Background: an optimization exercise with open tools, aiming at small area, a short achievable clock period and few clock cycles. Do not read the settings as production practice.
Function was checked by simulation only, so behaviour that the tests miss may differ from the original.
Power figures rest on the tool's default switching activity, not on a simulated workload.

build 30:
// cpu
module cpu (input clk, input rst,
            output [31:0] imem_addr, input [31:0] imem_rdata,
            output [31:0] dmem_addr, output [31:0] dmem_wdata,
            output dmem_we, output dmem_re, input [31:0] dmem_rdata);
    reg [31:2] pc;
    reg        x_wr, x_lw, x_sw, x_beq, x_sub;
    reg        x_fam, x_fbm;    
    reg        x_imm;           
    reg [4:0]  x_rd;
    reg [31:0] x_a, x_b;
    reg [15:0] x_i;
    reg [31:2] x_tgt;
    reg        m_wr, m_lw, m_sw;
    reg [4:0]  m_rd;
    reg [31:0] m_r, m_sd;
    assign dmem_addr  = m_r;
    assign dmem_wdata = m_sd;
    assign dmem_we    = m_sw;
    assign dmem_re    = m_lw;
    wire [31:0] m_res = m_lw ? dmem_rdata : m_r;
    wire [31:0] a   = x_fam ? m_r : x_a;
    wire [31:0] b   = x_fbm ? m_r : x_b;
    wire [31:0] op2 = x_imm ? {{16{x_i[15]}}, x_i} : b;
    wire [31:0] alu;
    sk_add #(32) alu_add (.a(a), .b(op2 ^ {32{x_sub}}), .ci(x_sub), .s(alu));
    wire taken = x_beq & (a == b);
    wire [31:0] inst = imem_rdata;
    wire [5:0] op = inst[31:26];
    wire [4:0] rs = inst[25:21];
    wire [4:0] rt = inst[20:16];
    wire [4:0] rdf = inst[15:11];
    wire d_R    = (op == 6'h00);
    wire d_addi = (op == 6'h08) | (op == 6'h09);
    wire d_lw   = (op == 6'h23);
    wire d_sw   = (op == 6'h2B);
    wire d_beq  = (op == 6'h04);
    wire d_j    = (op == 6'h02);
    wire d_ubeq = d_beq & (rs == rt);
    wire [4:0] d_rd = d_R ? rdf : (d_addi | d_lw) ? rt : 5'd0;
    wire d_wr = (d_R | d_addi | d_lw) & (d_rd != 5'd0);
    wire [31:2] pc4, btgt;
    assign pc4 = pc + 30'd1;
  ...
clock: 8.0 ns
lec_check: 0
cap_margin: 20
cell_pad_in_sites_detail_placement: 2
cell_pad_in_sites_global_placement: 2
core_margin: 2
core_utilization: 35
cts_cluster_diameter: 80
cts_cluster_size: 18
place_density: 0.6
setup_slack_margin: 4.8
slew_margin: 20
synth_hierarchical: 1
synth_minimum_keep_size: 0
tns_end_percent: 5
run.sh (not shown) runs the stock make flow with config.mk's settings and CLKGATE_MAP_FILE= SYNTH_SCRIPT=/design/flow/synth_recipe.tcl, a recipe that flattens the netlist after the stock synthesis.
Testbench counts of build 30, summed over its fixed seeds: cycles 47,352.
> inputs changed (build 30 -> build 73)
Settings: CORE_UTILIZATION: 35 -> 50; CELL_PAD_IN_SITES_GLOBAL_PLACEMENT: 2 -> 1; CELL_PAD_IN_SITES_DETAIL_PLACEMENT: 2 -> 1; PLACE_DENSITY: 0.6 -> 0.8.
[summary]
- In summary, build 73 completed successfully, with a layout that passed the timing, design-rule and antenna checks.
- Build 30 reports its cell with the largest stage delay on the worst path as sky130_fd_sc_hd__dfxtp_4 while build 73 reports sky130_fd_sc_hd__a2111oi_4.
- [compare] base=build 30 new=build 73: final area lost 2.8%; peak supply drop lost 11%; met2 capacity usage during global routing picked up an extra 14 points; share of total power in the clock network lost 4.8 points.
Inputs modified between build 73 and build 89:
Settings: a change of CELL_PAD_IN_SITES_GLOBAL_PLACEMENT from 1 to 2; a change of CORE_UTILIZATION from 50 to 35; a change of CELL_PAD_IN_SITES_DETAIL_PLACEMENT from 1 to 2; a change of TNS_END_PERCENT from 5 to 0; a change of PLACE_DENSITY from 0.8 to 0.6.
## What came out
- Summary — data arrival time of the critical path, build 89 relative to build 73: higher, by 130 ps.
- On area growth from synthesis to final layout: between build 73 and build 89, it ends up higher for build 89.
- Build 89 vs build 73, hold slack went down by 30 ps.
- met3 routing resource usage after global routing was higher in the run labelled build 73.

========
cpu, a different RTL version from the one above (not shown whole).
For scale: roughly 4100 cells after synthesis, roughly 1300 flip-flops, ~160 I/O pins, ~57000 µm² of cells after synthesis.
clock: 8.0 ns
lec_check: 0
cap_margin: 20
cell_pad_in_sites_detail_placement: 1
cell_pad_in_sites_global_placement: 1
core_margin: 2
core_utilization: 55
cts_cluster_diameter: 80
cts_cluster_size: 18
place_density: 0.85
setup_slack_margin: 4.8
slew_margin: 20
synth_hierarchical: 1
synth_minimum_keep_size: 0
tns_end_percent: 5
Testbench counts at the start, summed over its fixed seeds: cycles 47,352.
Change:
--- a/flow/config.mk
+++ b/flow/config.mk
@@ -10,9 +10,9 @@
 export CELL_PAD_IN_SITES_GLOBAL_PLACEMENT = 1
 export CORE_MARGIN = 2
-export CORE_UTILIZATION = 55
+export CORE_UTILIZATION = 50
 export CTS_CLUSTER_DIAMETER = 80
 export CTS_CLUSTER_SIZE = 18
-export PLACE_DENSITY = 0.85
-export SETUP_SLACK_MARGIN = 4.8
+export PLACE_DENSITY = 0.8
+export SETUP_SLACK_MARGIN = 5.0
 export SLEW_MARGIN = 20
 export SYNTH_HIERARCHICAL = 1
Outcome: Setup slack improved by 320 ps. Sequential power is lower by about 1%. Worst hold slack got worse by 110 ps. Power is lower by 0.51%. Register-to-register slack improved by 440 ps. Wire length is lower by 4.6%. Synthesized cell count does not change. Utilization is lower by 5.0 points. Global-route usage is lower by 4.6 points. Fmax is higher by about 9%. Synthesized area is unchanged.
Change:
--- a/flow/config.mk
+++ b/flow/config.mk
@@ -14,7 +14,7 @@
 export CTS_CLUSTER_SIZE = 18
 export PLACE_DENSITY = 0.8
-export SETUP_SLACK_MARGIN = 5.0
+export SETUP_SLACK_MARGIN = 4.8
 export SLEW_MARGIN = 20
 export SYNTH_HIERARCHICAL = 1
 export SYNTH_MINIMUM_KEEP_SIZE = 0
-export TNS_END_PERCENT = 5
+export TNS_END_PERCENT = 0
What happened:
- synthesized cell count does not change
- area after synthesis stays the same
- core utilization came out lower by 0.98 points
- total power came out lower by a few percent
- global-route usage came out lower by 0.40 points
- first-iteration DRC count came out higher slightly
- critical path depth stays the same

re-timing with driven ports:
Ports are ideal in the flow. The routed layouts listed here were re-timed in OpenROAD. Step 1: set_driving_cell puts a clkbuf_16 on clk and a buf_2 on each other input, an assumption about the parent block. Step 2 also shifts input and output timing later by t, the mid clock arrival at the registers, as if the neighbouring blocks saw the same clock. Slacks: ideal / step 1 / step 2; pairs: ideal / step 1.
run | shift t [ns] | slack for setup (ns) | clock arrival spread, ns | worst register clock-pin slew, ns | worst slew at a driven data input, ns
build 30 | 0.805 | 4.428 / 4.365 / 3.681 | 0.043 / 0.043 | 0.09 / 0.09 | 0.06
build 73 | 0.770 | 4.472 / 4.448 / 3.759 | 0.053 / 0.053 | 0.09 / 0.09 | 0.17
build 89 | 0.815 | 4.382 / 4.429 / 3.615 | 0.022 / 0.023 | 0.09 / 0.09 | 0.08
the first run of note 2 | 0.766 | 4.139 / 4.139 / 3.489 | 0.042 / 0.042 | 0.09 / 0.09 | 0.15
the second run of note 2 | 0.764 | 4.458 / 4.497 / 3.733 | 0.034 / 0.034 | 0.09 / 0.09 | 0.10
the third run of note 2 | 0.764 | 4.443 / 4.482 / 3.717 | 0.042 / 0.041 | 0.09 / 0.09 | 0.09
After both steps setup and hold are still met in every run listed. The setup slack of build 89, which loses most, moves by +0.047 ns with the drivers and by -0.767 ns with both steps.
